This is an optimization exercise on Yosys and OpenROAD, whose aim is small area, not a production implementation. In this exercise RTL edits were held to simulation tests only and were not proved equivalent to the original. Power is estimated from default activity; no workload was simulated.

## flow/design.v (module list and top-level ports; edited modules follow where they fit)
// module manyakproject: 9330 lines
module manyakproject(clock_50, rst, clock_25, start, high_button, low_button, red_out, blue_out, green_out, hsync, vsync, nsync);
  // ...
==> flow/flow/run.sh <==
#!/bin/bash
# Own layout flow: the standard synthesis, then the combinational logic is
# re-mapped with ABC's area mapper (registers untouched), then the standard
# layout from floorplan to finish on that netlist, with a smaller clock tree.
set -euo pipefail
W=$(pwd)
R=orfs/results/$FLOW_PLATFORM/manyakproject/base
LIB=$FLOW_HOME/platforms/$FLOW_PLATFORM/lib/sky130_fd_sc_hd__tt_025C_1v80.lib
YOSYS=$(command -v yosys || true)
[[ -n "$YOSYS" ]] || YOSYS=$FLOW_HOME/../tools/install/yosys/bin/yosys

# 1. standard synthesis
bash standard.sh synth > log_1_standard_synth.txt 2>&1
cp $R/1_2_yosys.v std_1_2_yosys.v

# 2. re-map the logic between the registers
sed -e "s|@LIB@|$LIB|g" -e "s|@IN@|$W/std_1_2_yosys.v|" -e "s|@OUT@|$W/$R/1_2_yosys.v|" \
    -e "s|@ABC@|$W/flow/remap.abc|" -e "s|@TOP@|$FLOW_TOP|" flow/remap.ys.in > remap.ys
"$YOSYS" -l log_2_remap.txt -q remap.ys > /dev/null

# 3. standard layout on the new netlist (1_synth.odb is rebuilt from it)
rm -f $R/1_synth.odb $R/1_synth.sdc
# clock tree: clkbuf_8 buffers for clusters of up to 12 registers, no dummy loads
bash standard.sh finish "CTS_ARGS=-sink_clustering_enable -repair_clock_nets -dont_use_dummy_load -buf_list sky130_fd_sc_hd__clkbuf_8 -sink_clustering_size 12 -sink_clustering_max_diameter 60" > log_3_standard_layout.txt 2>&1
==> flow/flow/remap.abc <==
strash
&get -n
&deepsyn -T 120
&put
dch -f
amap -m
topo
==> flow/flow/remap.ys.in <==
# Re-maps the combinational cells of the standard synthesis netlist with ABC's
# area mapper. Every register instance keeps its name and cell: the register
# cells are black boxes here, the other cells are read as their functions.
read_liberty -ignore_miss_func @LIB@
blackbox sky130_fd_sc_hd__*df* sky130_fd_sc_hd__*dl*
read_verilog @IN@
hierarchy -top @TOP@
flatten
opt_clean
abc -liberty @LIB@ -script @ABC@ -dont_use sky130_fd_sc_hd__probe_p_8 -dont_use sky130_fd_sc_hd__probec_p_8 -dont_use sky130_fd_sc_hd__lpflow_*
opt_clean -purge
hilomap -singleton -hicell sky130_fd_sc_hd__conb_1 HI -locell sky130_fd_sc_hd__conb_1 LO
insbuf -buf sky130_fd_sc_hd__buf_1 A X
tee -o remap_stat.txt stat -liberty @LIB@
write_verilog -noattr -noexpr -nohex -nodec @OUT@
==> flow/standard.sh <==
#!/bin/bash
# synth_recipe.tcl (not shown) runs the flow's synth.tcl, then flattens the netlist and writes it again
# the make line also repeats each setting of config.mk as NAME=value (left out here)
make -C /OpenROAD-flow-scripts/flow DESIGN_CONFIG=/design/flow/config.mk WORK_HOME=/design/flow/orfs CLKGATE_MAP_FILE= SYNTH_SCRIPT=/design/flow/synth_recipe.tcl "${@:-finish}"
==> flow/config.mk <==
export PLATFORM = sky130hd
export DESIGN_NAME = manyakproject
export DESIGN_NICKNAME = manyakproject
export VERILOG_FILES = /design/flow/design.v
export SDC_FILE = /design/flow/constraint.sdc
export NUM_CORES = 8
export LEC_CHECK = 0
export ABC_AREA = 1
export CAP_MARGIN = 20
export CORE_MARGIN = 2
export CORE_UTILIZATION = 40
export GPL_TIMING_DRIVEN = 0
export SLEW_MARGIN = 20
export SYNTH_MEMORY_MAX_BITS = 131072
==> flow/constraint.sdc <==
create_clock -name core_clock -period 25.0 [get_ports {clock_50}]
set_input_delay 5.0000 -clock core_clock [delete_from_list [all_inputs] [get_ports {clock_50}]]
set_output_delay 5.0000 -clock core_clock [all_outputs]
set_load 0.01 [all_outputs]
==> summary.txt, run 1 <==
- The finished layout cell area is 24700 µm².
- CTS saw 297 sinks.
- The destination of the critical timing path is u_display.red.
- Across the placement rows, the number of tap cells is 756.
- Combinational logic is responsible for 35.1% of the overall power.
- The leakage component of the power is 7.59 nW.
- The total overflow left after global routing is 0.
- Among all cell classes, the greatest summed area belongs to multi-input combinational cells.
- The maximum clock insertion buffer count is 3.
- The count of antenna diodes in the layout is 0.
- Along the worst hold path, the cell count comes to 1.
- The type of the most critical hold path is reg2reg.
- The count of filler cells inserted in the layout is 5976.
- The flow ran to the end and the layout has no timing, DRC or antenna violations.
- In the global route stage, met1 resource usage came out at 40.3%.
- Per report_power, the Clock row totals 0.272 mW.
- The wire-length estimate of the detail-placed layout is 67400 µm.
- On the final layout, the worst clock skew is 0.105 ns.
- The violation count after the first detailed-route iteration is 3420.
- The maximum fanout encountered on the critical timing path is 35.
- Summed over all nets, wire length on met3 after detailed routing comes to 8950 µm.
- Measured against its own limit, the worst slew margin works out to 15.6%.
- The busiest metal layer after global routing is met2.
- The final standard cell count with taps included and fillers excluded is 4368.
- Overall power consumption after layout is estimated at 1.19 mW.
- The via count of the first global-routing pass is 24800.
- At the later pin of the worst-skew pair, clock insertion delay measures 0.68 ns.
- Setup violations remaining at the end of the flow were counted as 0.
- The post-synthesis to final-layout area growth is 8.87%.
- The per-cell via count in the routed design is 6.20.
- After detailed routing, the total wire length is 89400 µm.
==> run 2: changes to the inputs <==
--- a/flow/config.mk
+++ b/flow/config.mk
@@ -9,6 +9,5 @@
 export CAP_MARGIN = 20
 export CORE_MARGIN = 2
 export CORE_UTILIZATION = 40
-export GPL_TIMING_DRIVEN = 0
 export SLEW_MARGIN = 20
 export SYNTH_MEMORY_MAX_BITS = 131072
==> run 2 against run 1 <==
  * Register-to-register slack better by 2.4 ns
  * Synthesized cell count stayed put
  * Sequential power hardly changed
  * Hold slack better by 0.010 ns
  * Critical path type unchanged
==> summary.txt, run 2 <==
- The total internal power is 0.734 mW (was 0.712 mW).
- The critical path's largest stage delay is 0.63 ns (was 0.74 ns).
- The launch point of the worst hold path was u_buffers.clock_count[0] (was u_input.fe_low.past_signal).
- The final estimated routing congestion in global placement came to 1.05 (was 1.08).
- The largest register by flop count is u_input.pcnt (unchanged).
- The highest clock rate is 57.0 MHz (was 50.2 MHz).
- The count of antenna diodes in the layout came to 0 (unchanged).
- The number of endpoints with negative hold slack in the final report is 0 (unchanged).
- The most common cell after layout, fill and taps aside was sky130_fd_sc_hd__nor2_1 (unchanged).
- The floorplan core area is 56300 µm² (unchanged).
- The ratio of final minimum period to clock period is 70.1% (was 79.7%).
- The total of max-cap violations is 0 (unchanged).
- The smallest setup slack after layout came to 7.46 ns (was 5.08 ns).
- The buffer cell driving the clock tree root is sky130_fd_sc_hd__clkbuf_8 (unchanged).
- The number of antenna violations at the first check in global routing was 1 (was 0).
- The post-route DRC violation count came to 0 (unchanged).
- The post-placement worst setup slack was 7.96 ns (was 5.62 ns).
- The flip-flop count of the largest register after layout is 13 (unchanged).
- The number of H-tree levels is 2 (was 1).
- The routed length per placed instance was 22.3 µm (was 20.5 µm).
- Unrepaired setup endpoints after global routing: false (unchanged).
- The remaining max-slew budget at the tightest pin is 29.1% (was 15.6%).
- The proportion of power drawn by the clock network came to 24.4% (was 22.9%).
- The number of cell instances on the worst register-to-register path came to 92 (was 96).
- The number of nets in the final layout is 3641 (was 3619).
- The slowest stage cell on the critical path is sky130_fd_sc_hd__dfxtp_1 (was sky130_fd_sc_hd__o221ai_1).
- The clock transition at the registers of the reported paths is 0.08 ns (about the same).
- The startpoint of the lowest-slack register-to-register path is u_display.V[2] (unchanged).
- The total via count after detailed routing is 27200 (was 27100).
- The via count of the first global-routing pass came to 24800 (about the same).
- The worst hold endpoint is u_buffers.clock_count[0] (was u_input.edge_low).
- The count of final max-slew check failures is 0 (unchanged).
- The mapped cell area is 22700 µm² (unchanged).
- The count of instances resized after the clock tree is built is 0 (unchanged).
- The number of placed instances, taps included is 4355 (was 4338).
- The synthesized area per cell is 6.42 µm² (unchanged).
- The time the worst path needs with I/O delays and setup is 17.54 ns (was 19.92 ns).
- The count of synthesis-stage warnings from yosys was 1 (unchanged).
- The number of nets produced by synthesis is 3541 (unchanged).
- The number of buffers inserted for hold repair after clock tree synthesis was 0 (unchanged).
- The violation count after the first detailed-route iteration is 3521 (was 3420).
- The maximum fanout encountered on the critical timing path is 51 (was 35).
- The number of buffers added by the clock tree synthesis step is 35 (was 30).
- The final standard cell count with taps included and fillers excluded is 4390 (was 4368).
- The insertion delay of the later-clocked pin in the worst-skew pair is 0.62 ns (was 0.68 ns).
- The endpoint of the worst-slack reg-to-reg timing path is u_display.red (unchanged).
- The total routing usage reported by global routing is 32.3% (was 29.4%).
- The initial core utilization is 40.3% (unchanged).
- The chip height came to 242 µm (unchanged).
- The combinational group share of total power was 34.8% (was 35.1%).
- The cell seen most often among critical-path stages is sky130_fd_sc_hd__nor2_1 (unchanged).
- The count of clock tree sinks is 297 (unchanged).
- The count of TritonRoute iterations in the first routing pass is 8 (unchanged).
- The routed wire length is 97700 µm (was 89400 µm).
- The CTS tree is done (unchanged).
- The peak supply drop is 0.0405 mV (was 0.0410 mV).
- The gate count after technology mapping is 3536 (unchanged).
- Most used cells in the layout excluding fill and tap cells: sky130_fd_sc_hd__nor2_1 (888), sky130_fd_sc_hd__clkinv_1 (450), sky130_fd_sc_hd__nand2_1 (327) (was sky130_fd_sc_hd__nor2_1 (887), sky130_fd_sc_hd__clkinv_1 (448), sky130_fd_sc_hd__nand2_1 (327)).
- The overall die width was 242 µm (unchanged).
- The floorplan die area is 58700 µm² (unchanged).
- The arrival time at the worst endpoint was 17.95 ns (was 20.34 ns).
- The number of buffer cells added on primary ports is 31 (unchanged).
- The post-synthesis to final-layout area growth is 9.32% (was 8.87%).
- The remaining number of nets flagged by the antenna check after routing is 0 (unchanged).
- The nature of the critical path endpoint is a flip-flop (unchanged).
- The reported net switching power is 0.491 mW (was 0.476 mW).
- The final clock skew is 0.0731 ns (was 0.105 ns).
- The setup TNS was 0 ns (unchanged).
- The count of buffers added by post-CTS timing repair for setup was 0 (unchanged).
- The maximum number of pins on one net before global-route repair is 61 (was 87).
- The portion of total power attributed to sequential cells is 40.7% (was 42.1%).
- The register-to-register setup slack is 7.46 ns (was 5.08 ns).
- The type of the most critical hold path is reg2reg (unchanged).
- The critical path data required time came to 25.41 ns (about the same).
- The sum of overflow across all layers after global routing is 0 (unchanged).
- The maximum clock insertion buffer count is 3 (unchanged).
- The count of filler cells inserted in the layout is 6028 (was 5976).
- The sum of internal, switching and leakage power is 1.23 mW (was 1.19 mW).
- The switching power share of the total is 40.1% (about the same).
- The per-cell via count in the routed design is 6.20 (about the same).
- The category of the most critical setup path was reg2reg (unchanged).
- The power per cell area is 49.4 nW/µm² (was 48.0 nW/µm²).
- The final setup violation count is 0 (unchanged).
- The sort of element at the start of the critical path is a flip-flop (unchanged).
- The HPWL after detailed placement is 75800 µm (was 67400 µm).
- The worst hold path cell count was 1 (unchanged).
- The leakage component of the power is 7.75 nW (was 7.59 nW).
- Run status: timing/DRC/antenna clean (unchanged).
- The count of standard-cell rows is 87 (unchanged).
- The share of post-route cells with drive strength above 1 was 2.72% (was 1.83%).
- The transition at the pin with the smallest max-transition slack is 1.06 ns (was 1.25 ns).
- The I/O pin total was 33 (unchanged).
- The global-route wire length before repair was 150000 µm (was 140000 µm).
run 2: area by class of cell:
type,instances,area [µm²],share of cell area [%]
inverter,451,1690,6.82
timing repair buffer,86,718,2.89
tap,756,946,3.81
sequential,297,6560,26.4
clock buffer,35,482,1.94
multi-input combinational,2765,14400,58.1
run 2: worst max path at each step:
stage,start,end,depth (start not counted)
after floorplan,u_display.V[7],u_display.blue,96
after global placement,u_display.V[2],u_display.green,92
after detailed placement,u_display.V[2],u_display.red,92
after CTS,u_display.V[2],u_display.red,92
after global routing,u_display.V[2],u_display.red,91
final,u_display.V[2],u_display.red,92
run 2: critical path: cells and delay by family, from the launching register on:
kind,cells,cell delay (ns)
flip-flops,1,0.63
XOR/XNOR,1,0.19
buffers and inverters,11,2.78
AND/OR/NAND/NOR,50,7.28
AO/OA/AOI/OAI,30,6.47
run 2: power by group through the flow:
stage / registers, mW / clock network [mW] / logic, mW
finish: 0.499 / 0.300 / 0.427
global route: 0.500 / 0.324 / 0.457
CTS: 0.499 / 0.309 / 0.411
detailed placement: 0.510 / 0 / 0.409
global placement: 0.510 / 0 / 0.433
floorplan: 0.507 / 0 / 0.267
run 2: layer usage:
metal  wire (µm)  up-vias  global-route usage, %
met4        4130        0                   12.0
met1       42300    12400                   44.9
met2       42400     1458                   50.4
met3        8920      309                   4.91
li1            -    13000                      -
met5           0        -                      0
run 2: metrics by stage:
stage	instance area (µm²)	hold WS [ns]	utilization (%)
2_1_floorplan	22700	0.414	-
3_3_place_gp	24300	0.428	43.2
3_5_place_dp	24300	0.435	43.2
4_1_cts	24800	0.454	44.1
5_1_grt	24800	0.471	44.1
6_report	24800	0.451	44.1
==> run 3: changes to the inputs <==
--- a/flow/flow/run.sh
+++ b/flow/flow/run.sh
@@ -20,5 +20,6 @@
 
 # 3. standard layout on the new netlist (1_synth.odb is rebuilt from it)
 rm -f $R/1_synth.odb $R/1_synth.sdc
-# clock tree: clkbuf_8 buffers for clusters of up to 12 registers, no dummy loads
-bash standard.sh finish "CTS_ARGS=-sink_clustering_enable -repair_clock_nets -dont_use_dummy_load -buf_list sky130_fd_sc_hd__clkbuf_8 -sink_clustering_size 12 -sink_clustering_max_diameter 60" > log_3_standard_layout.txt 2>&1
+# port buffers: buf_1; clock tree: clkbuf_8 buffers for clusters of up to 12
+# registers, no dummy loads
+bash standard.sh finish "BUFFER_PORTS_ARGS=-buffer_cell sky130_fd_sc_hd__buf_1" "CTS_ARGS=-sink_clustering_enable -repair_clock_nets -dont_use_dummy_load -buf_list sky130_fd_sc_hd__clkbuf_8 -sink_clustering_size 12 -sink_clustering_max_diameter 60" > log_3_standard_layout.txt 2>&1
--- a/flow/config.mk
+++ b/flow/config.mk
@@ -9,5 +9,6 @@
 export CAP_MARGIN = 20
 export CORE_MARGIN = 2
 export CORE_UTILIZATION = 40
+export GPL_TIMING_DRIVEN = 0
 export SLEW_MARGIN = 20
 export SYNTH_MEMORY_MAX_BITS = 131072
==> run 3 against run 2 <==
  * Still clean
  * Sequential share of layout area rose by 0.18 points
  * Utilization fell by 0.29 points
  * Clock-buffer cell count rose by 1
==> summary.txt, run 3 <==
- The clock transition at the registers of the reported paths is 0.08 ns (about the same).
- The post-route DRC violation count is 0 (unchanged).
- The overall die width is 242 µm (unchanged).
- The count of standard-cell rows is 87 (unchanged).
- The count of instances resized after the clock tree is built was 0 (unchanged).
- The synthesized area per cell was 6.42 µm² (unchanged).
- The total routing usage reported by global routing is 31.0% (was 32.3%).
- The power per cell area is 49.1 nW/µm² (was 49.4 nW/µm²).
- The count of antenna diodes in the layout is 0 (unchanged).
- The initial core utilization is 40.3% (unchanged).
- The number of buffers added by the clock tree synthesis step is 36 (was 35).
- The number of H-tree levels is 2 (unchanged).
- The flip-flop count of the largest register after layout is 13 (unchanged).
- The CTS tree is done (unchanged).
- The arrival time at the worst endpoint is 20.10 ns (was 17.95 ns).
- The area after detailed placement is 24200 µm² (was 24300 µm²).
- The cell seen most often among critical-path stages was sky130_fd_sc_hd__nor2_1 (unchanged).
- The maximum number of pins on one net before global-route repair is 78 (was 61).
- The number of buffers inserted for hold repair after clock tree synthesis is 0 (unchanged).
- The mapped cell area is 22700 µm² (unchanged).
- The count of TritonRoute iterations in the first routing pass was 8 (unchanged).
- The count of filler cells inserted in the layout was 5991 (was 6028).
- The remaining max-slew budget at the tightest pin came to 27.0% (was 29.1%).
- The top cell family by delay on the critical path is simple AND/OR/NAND/NOR gates (unchanged).
- The violation count after the first detailed-route iteration is 3109 (was 3521).
- The count of clock tree sinks came to 297 (unchanged).
- The time the worst path needs with I/O delays and setup was 19.66 ns (was 17.54 ns).
- The share of post-route cells with drive strength above 1 is 2.10% (was 2.72%).
- The HPWL after detailed placement is 71400 µm (was 75800 µm).
- Most used cells in the layout excluding fill and tap cells: sky130_fd_sc_hd__nor2_1 (886), sky130_fd_sc_hd__clkinv_1 (448), sky130_fd_sc_hd__nand2_1 (327) (was sky130_fd_sc_hd__nor2_1 (888), sky130_fd_sc_hd__clkinv_1 (450), sky130_fd_sc_hd__nand2_1 (327)).
- The maximum fanout encountered on the critical timing path is 35 (was 51).
- The count of buffer and inverter cells on the critical path is 12 (was 11).
- The routed wire length came to 93800 µm (was 97700 µm).
- The count of buffers added by post-CTS timing repair for setup came to 0 (unchanged).
- The largest register by flop count is u_input.pcnt (unchanged).
- The type of the most critical hold path is reg2reg (unchanged).
- The ratio of final minimum period to clock period was 78.6% (was 70.1%).
- Run status: timing/DRC/antenna clean (unchanged).
- The via count of the first global-routing pass is 24800 (about the same).
- The final estimated routing congestion in global placement came to 1.01 (was 1.05).
- The setup TNS is 0 ns (unchanged).
- The peak supply drop came to 0.0363 mV (was 0.0405 mV).
- The post-synthesis to final-layout area growth is 8.59% (was 9.32%).
- The chip height was 242 µm (unchanged).
- The I/O pin total is 33 (unchanged).
- The combined area of the multi-input logic cells was 14500 µm² (was 14400 µm²).
- The nature of the critical path endpoint is a flip-flop (unchanged).
- The slowest stage cell on the critical path is sky130_fd_sc_hd__o221ai_1 (was sky130_fd_sc_hd__dfxtp_1).
- The transition at the pin with the smallest max-transition slack is 1.09 ns (was 1.06 ns).
- The floorplan core area is 56300 µm² (unchanged).
- The highest clock rate is 50.9 MHz (was 57.0 MHz).
- The number of nets in the final layout is 3630 (was 3641).
- The category of the most critical setup path was reg2reg (unchanged).
- The per-cell via count in the routed design is 6.11 (was 6.20).
- The sort of element at the start of the critical path is a flip-flop (unchanged).
- The insertion delay of the later-clocked pin in the worst-skew pair came to 0.63 ns (was 0.62 ns).
- The count of synthesis-stage warnings from yosys is 1 (unchanged).
- The count of final max-slew check failures is 0 (unchanged).
- The total of max-cap violations came to 0 (unchanged).
- The maximum clock insertion buffer count was 3 (unchanged).
- The critical path's largest stage delay is 0.77 ns (was 0.63 ns).
- The most common cell after layout, fill and taps aside was sky130_fd_sc_hd__nor2_1 (unchanged).
- The gate count after technology mapping was 3536 (unchanged).
- The critical path data required time is 25.44 ns (was 25.41 ns).
- Unrepaired setup endpoints after global routing: false (unchanged).
- The number of endpoints with negative hold slack in the final report was 0 (unchanged).
- The number of nets produced by synthesis was 3541 (unchanged).
- The final setup violation count is 0 (unchanged).
- The leakage component of the power is 7.59 nW (was 7.75 nW).
- The number of buffer cells added on primary ports was 31 (unchanged).
- The final clock skew was 0.108 ns (was 0.0731 ns).
- The buffer cell driving the clock tree root is sky130_fd_sc_hd__clkbuf_8 (unchanged).
- The floorplan die area is 58700 µm² (unchanged).
- The remaining number of nets flagged by the antenna check after routing came to 0 (unchanged).
- The total via count after detailed routing is 26800 (was 27200).
- The finished layout cell area is 24700 µm² (was 24800 µm²).
- The routed length per placed instance is 21.4 µm (was 22.3 µm).
- The global-route wire length before repair was 144000 µm (was 150000 µm).
- The sum of internal, switching and leakage power is 1.21 mW (was 1.23 mW).
- The sequential cell area is 6560 µm² (about the same).
- The number of antenna violations at the first check in global routing is 0 (was 1).
- The sum of overflow across all layers after global routing is 0 (unchanged).
run 3: changes by cell type in the layout (fill, tap and decap cells not counted), sizes merged:
cell           previous run  this run
buf                      56        73
clkbuf                   35        36
clkdlybuf4s18             0         1
clkdlybuf4s50            30         0
clkinv                  450       451
inv                       1         0
run 3: final timing paths:
path / startpoint / endpoint / slack, ns / depth (start not counted)
worst min register to register: u_input.fe_start.past_signal / u_input.edge_start / 0.44 / 1
worst max register to register: u_display.V[3] / u_display.green / 5.34 / 92
worst max-delay path: u_display.V[3] / u_display.green / 5.34 / 92
worst min-delay path: u_input.fe_start.past_signal / u_input.edge_start / 0.44 / 1
run 3: area by class of cell:
class                   instances  share of cell area, %
repair buffers                 51                   1.57
well taps                     756                   3.84
multi-input cells            2765                   58.7
clock buffers                  36                   2.01
inverters                     451                   6.90
plain buffers                  23                  0.350
flip-flops and latches        297                   26.6
run 3: worst reg2reg max path: cells and delay by family (launching register included):
family	cells	cell delay (ns)
simple gates	49	7.95
compound gates	30	7.65
flops	1	0.61
buf+inv	12	3.12
xor+xnor	1	0.20
run 3: through the flow:
| stage | hold slack, ns | std cells | utilization (%) | setup slack (ns) |
|---|---|---|---|---|
| detailed placement | 0.430 | 4343 | 42.9 | 5.82 |
| finish | 0.442 | 4379 | 43.8 | 5.34 |
| global placement | 0.420 | 4323 | 42.2 | -3.28 |
| global route | 0.463 | 4379 | 43.8 | 3.62 |
| floorplan | 0.414 | 3536 | - | 7.00 |
| CTS | 0.434 | 4379 | 43.8 | 5.70 |
run 3: report_power, final:
group          switching [mW]  internal [mW]
Sequential            0.00873          0.491
Combinational           0.300          0.109
Clock                   0.175          0.128
run 3: layer usage:
| metal | global-route usage (%) | up-vias | routed length (µm) | share of wire, % |
|---|---|---|---|---|
| met5 | 0 | - | 0 | 0 |
| met4 | 16.1 | 0 | 5690 | 6.1 |
| met3 | 3.90 | 351 | 6530 | 7.0 |
| met2 | 52.4 | 1325 | 43100 | 46 |
| met1 | 38.5 | 12100 | 38500 | 41 |
| li1 | - | 13000 | - | - |
==> run 4: changes to the inputs <==
--- a/flow/config.mk
+++ b/flow/config.mk
@@ -8,7 +8,7 @@
 export ABC_AREA = 1
 export CAP_MARGIN = 20
 export CORE_MARGIN = 2
-export CORE_UTILIZATION = 40
+export CORE_UTILIZATION = 55
 export GPL_TIMING_DRIVEN = 0
 export SLEW_MARGIN = 20
 export SYNTH_MEMORY_MAX_BITS = 131072
==> run 4 against run 3 <==
  * Hold slack improved by 0.0055 ns
  * Die area decreased by 27%
  * Combinational power increased by 2%
  * Sequential power about the same
  * Largest power group unchanged
  * Clock power decreased by 7.0%
  * Still clean on timing, DRC and antenna
  * Critical path depth increased by 1
  * Via count increased by 9.1%
  * Sequential share of layout area increased by 0.38 points
  * Wire length decreased by 1.3%
  * Total power decreased by 1.0%
  * Flip-flop and latch count unchanged
==> summary.txt, run 4 <==
- Run status: timing/DRC/antenna clean (unchanged).
- The peak supply drop is 0.0536 mV (was 0.0363 mV).
- The total of max-cap violations is 0 (unchanged).
- The power per cell area came to 49.3 nW/µm² (was 49.1 nW/µm²).
- The remaining number of nets flagged by the antenna check after routing is 0 (unchanged).
- Most used cells in the layout excluding fill and tap cells: sky130_fd_sc_hd__nor2_1 (887), sky130_fd_sc_hd__clkinv_1 (448), sky130_fd_sc_hd__nand2_1 (327) (was sky130_fd_sc_hd__nor2_1 (886), sky130_fd_sc_hd__clkinv_1 (448), sky130_fd_sc_hd__nand2_1 (327)).
- The total routing usage reported by global routing came to 40.8% (was 31.0%).
- The area after detailed placement was 23800 µm² (was 24200 µm²).
- The violation count after the first detailed-route iteration was 4917 (was 3109).
- The register-to-register setup slack was 5.78 ns (was 5.34 ns).
- The time the worst path needs with I/O delays and setup is 19.22 ns (was 19.66 ns).
- The category of the most critical setup path was reg2reg (unchanged).
- The final setup violation count was 0 (unchanged).
- The routed length per placed instance is 22.3 µm (was 21.4 µm).
- The portion of total power attributed to sequential cells was 41.7% (was 41.3%).
- The number of buffers inserted for hold repair after clock tree synthesis is 0 (unchanged).
- The final clock skew is 0.0790 ns (was 0.108 ns).
- The slowest stage cell on the critical path is sky130_fd_sc_hd__dfxtp_1 (was sky130_fd_sc_hd__o221ai_1).
- The clock transition at the registers of the reported paths was 0.10 ns (was 0.08 ns).
- The buffer cell driving the clock tree root is sky130_fd_sc_hd__clkbuf_8 (unchanged).
- The count of standard-cell rows is 74 (was 87).
- The sum of overflow across all layers after global routing is 0 (unchanged).
- The type of the most critical hold path is reg2reg (unchanged).
- The nature of the critical path endpoint is a flip-flop (unchanged).
- The hold slack came to 0.447 ns (was 0.442 ns).
- The remaining max-slew budget at the tightest pin is 16.2% (was 27.0%).
- The total via count after detailed routing was 29200 (was 26800).
- The critical path data required time was 25.54 ns (was 25.44 ns).
- The proportion of power drawn by the clock network is 23.4% (was 25.0%).
- The count of buffers added by post-CTS timing repair for setup is 0 (unchanged).
- The count of filler cells inserted in the layout is 3674 (was 5991).
- The count of TritonRoute iterations in the first routing pass is 9 (was 8).
- The flip-flop count of the largest register after layout was 13 (unchanged).
- The combinational group share of total power is 34.9% (was 33.8%).
- The HPWL after detailed placement was 69900 µm (was 71400 µm).
- The top cell family by delay on the critical path is simple AND/OR/NAND/NOR gates (unchanged).
- The count of instances resized after the clock tree is built is 0 (unchanged).
- The number of nets in the final layout came to 3624 (was 3630).
- The number of endpoints with negative hold slack in the final report is 0 (unchanged).
- The overall die width came to 207 µm (was 242 µm).
- The startpoint of the lowest-slack register-to-register path is u_display.V[3] (unchanged).
- The synthesized area per cell is 6.42 µm² (unchanged).
- The most common cell after layout, fill and taps aside is sky130_fd_sc_hd__nor2_1 (unchanged).
- The number of nets produced by synthesis is 3541 (unchanged).
- The number of buffers added by the clock tree synthesis step is 31 (was 36).
- The worst hold endpoint is u_input.edge_low (was u_input.edge_start).
- The switching power share of the total came to 40.8% (was 39.9%).
- The cell seen most often among critical-path stages is sky130_fd_sc_hd__nor2_1 (unchanged).
- The post-placement worst setup slack came to 7.00 ns (was 5.82 ns).
- The number of buffer cells added on primary ports is 31 (unchanged).
- The sort of element at the start of the critical path is a flip-flop (unchanged).
- The via count of the first global-routing pass is 26600 (was 24800).
- The arrival time at the worst endpoint was 19.76 ns (was 20.10 ns).
- The worst hold path cell count is 1 (unchanged).
- The leakage component of the power is 7.56 nW (was 7.59 nW).
- The post-route DRC violation count is 0 (unchanged).
- The transition at the pin with the smallest max-transition slack came to 1.25 ns (was 1.09 ns).
- The number of cell instances on the worst register-to-register path is 93 (was 92).
- The floorplan core area is 40800 µm² (was 56300 µm²).
- The endpoint of the worst-slack reg-to-reg timing path is u_display.green (unchanged).
- The highest clock rate was 52.0 MHz (was 50.9 MHz).
- The maximum number of pins on one net before global-route repair is 46 (was 78).
- Unrepaired setup endpoints after global routing: false (unchanged).
- The count of buffer and inverter cells on the critical path is 10 (was 12).
- The CTS tree is done (unchanged).
- The critical path's largest stage delay came to 0.63 ns (was 0.77 ns).
- The largest register by flop count is u_input.pcnt (unchanged).
- The I/O pin total is 33 (unchanged).
- The count of synthesis-stage warnings from yosys was 1 (unchanged).
- The count of final max-slew check failures is 0 (unchanged).
- The post-synthesis to final-layout area growth is 7.08% (was 8.59%).
- The initial core utilization is 55.6% (was 40.3%).
- The floorplan die area is 42900 µm² (was 58700 µm²).
- The per-cell via count in the routed design is 7.04 (was 6.11).
- The maximum clock insertion buffer count is 3 (unchanged).
- The final estimated routing congestion in global placement is 1.11 (was 1.01).
- The chip height is 207 µm (was 242 µm).
- The ratio of final minimum period to clock period is 76.9% (was 78.6%).
- The share of post-route cells with drive strength above 1 is 1.94% (was 2.10%).
- The launch point of the worst hold path is u_input.fe_low.past_signal (was u_input.fe_start.past_signal).
- The reported net switching power is 0.489 mW (was 0.483 mW).
- The total internal power is 0.710 mW (was 0.728 mW).
- The finished layout cell area is 24300 µm² (was 24700 µm²).
- The number of antenna violations at the first check in global routing was 0 (unchanged).
- The global-route wire length before repair came to 144000 µm (about the same).
- The final core area utilization is 59.5% (was 43.8%).
- The number of H-tree levels is 1 (was 2).
- The count of clock tree sinks was 297 (unchanged).
- The smallest setup slack after layout is 5.78 ns (was 5.34 ns).
- The gate count after technology mapping is 3536 (unchanged).
- The maximum fanout encountered on the critical timing path came to 35 (unchanged).
- The sum of internal, switching and leakage power is 1.20 mW (was 1.21 mW).
- The insertion delay of the later-clocked pin in the worst-skew pair came to 0.68 ns (was 0.63 ns).
- The mapped cell area was 22700 µm² (unchanged).
- The routed wire length came to 92500 µm (was 93800 µm).
==> run 4: worst reg2reg max path, delay by kind of cell (launching register included) <==
kind | cells | cell delay, ns
AND/OR/NAND/NOR | 52 | 8.26
AO/OA/AOI/OAI | 30 | 7.22
buffers and inverters | 10 | 2.82
flip-flops | 1 | 0.63
XOR/XNOR | 1 | 0.19
==> run 4: power by group through the flow <==
stage / Sequential [mW] / Combinational, mW / Clock (mW)
after floorplan: 0.507 / 0.267 / 0
after global placement: 0.510 / 0.391 / 0
after detailed placement: 0.511 / 0.391 / 0
after CTS: 0.500 / 0.393 / 0.276
after global routing: 0.500 / 0.446 / 0.291
final: 0.500 / 0.418 / 0.281
==> run 4: worst max-delay path by stage <==
stage | from | to | cells past startpoint
floorplan | u_display.V[7] | u_display.blue | 96
global placement | u_display.V[3] | u_display.red | 89
detailed placement | u_display.V[3] | u_display.green | 92
CTS | u_display.V[3] | u_display.green | 93
global route | u_display.V[3] | u_display.red | 97
finish | u_display.V[3] | u_display.green | 93
==> run 4: stage by stage <==
stage | setup TNS, ns | cells
finish | 0 | 4150
global route | 0 | 4149
CTS | 0 | 4148
detailed placement | 0 | 4117
global placement | -2.56 | 4099
floorplan | 0 | 3536
==> run 4: routing by layer <==
layer / vias to the layer above / share of wire, % / wire length, µm / track usage [%]
li1: 13000 / - / - / -
met1: 13100 / 38 / 35600 / 55.6
met2: 2544 / 41 / 37800 / 61.6
met3: 555 / 15 / 13900 / 10.4
met4: 0 / 5.6 / 5180 / 16.9
met5: - / 0 / 0 / 0
==> run 4: layout make-up <==
cell class | count | area (µm²) | share of cell area [%]
diodes | 1 | 2.50 | 0.0103
plain buffers | 23 | 86.3 | 0.355
clock buffers | 31 | 427 | 1.76
inverters | 451 | 1700 | 6.98
multi-input cells | 2765 | 14500 | 59.6
flip-flops and latches | 297 | 6560 | 27.0
well taps | 532 | 666 | 2.74
repair buffers | 50 | 397 | 1.63

## separate check: timing with driven ports
How much do the figures lean on ideal ports? The routed layouts below were timed once more, with nothing changed but the port constraints. Step 1 assumes that a clkbuf_16 drives the clock port and a buf_2 every other input. Step 2, shift: input delay + t, output delay - t, t = (earliest + latest rising clock arrival at the registers) / 2. This alone moves slack from input paths to output paths. a / b / c = ideal / step 1 / step 2; a / b = the first two.
| run | shift t [ns] | slack for setup (ns) | worst register clock-pin slew, ns | cell pins on the clock port's net |
|---|---|---|---|---|
| run 1 | 0.679 | 5.078 / 5.078 / 5.078 | 0.10 / 0.10 | 1 |
| run 2 | 0.631 | 7.464 / 7.464 / 7.464 | 0.09 / 0.09 | 1 |
| run 3 | 0.627 | 5.343 / 5.343 / 5.343 | 0.09 / 0.09 | 1 |
| run 4 | 0.696 | 5.775 / 5.775 / 5.775 | 0.10 / 0.10 | 1 |
After both steps setup and hold are still met in every run listed.
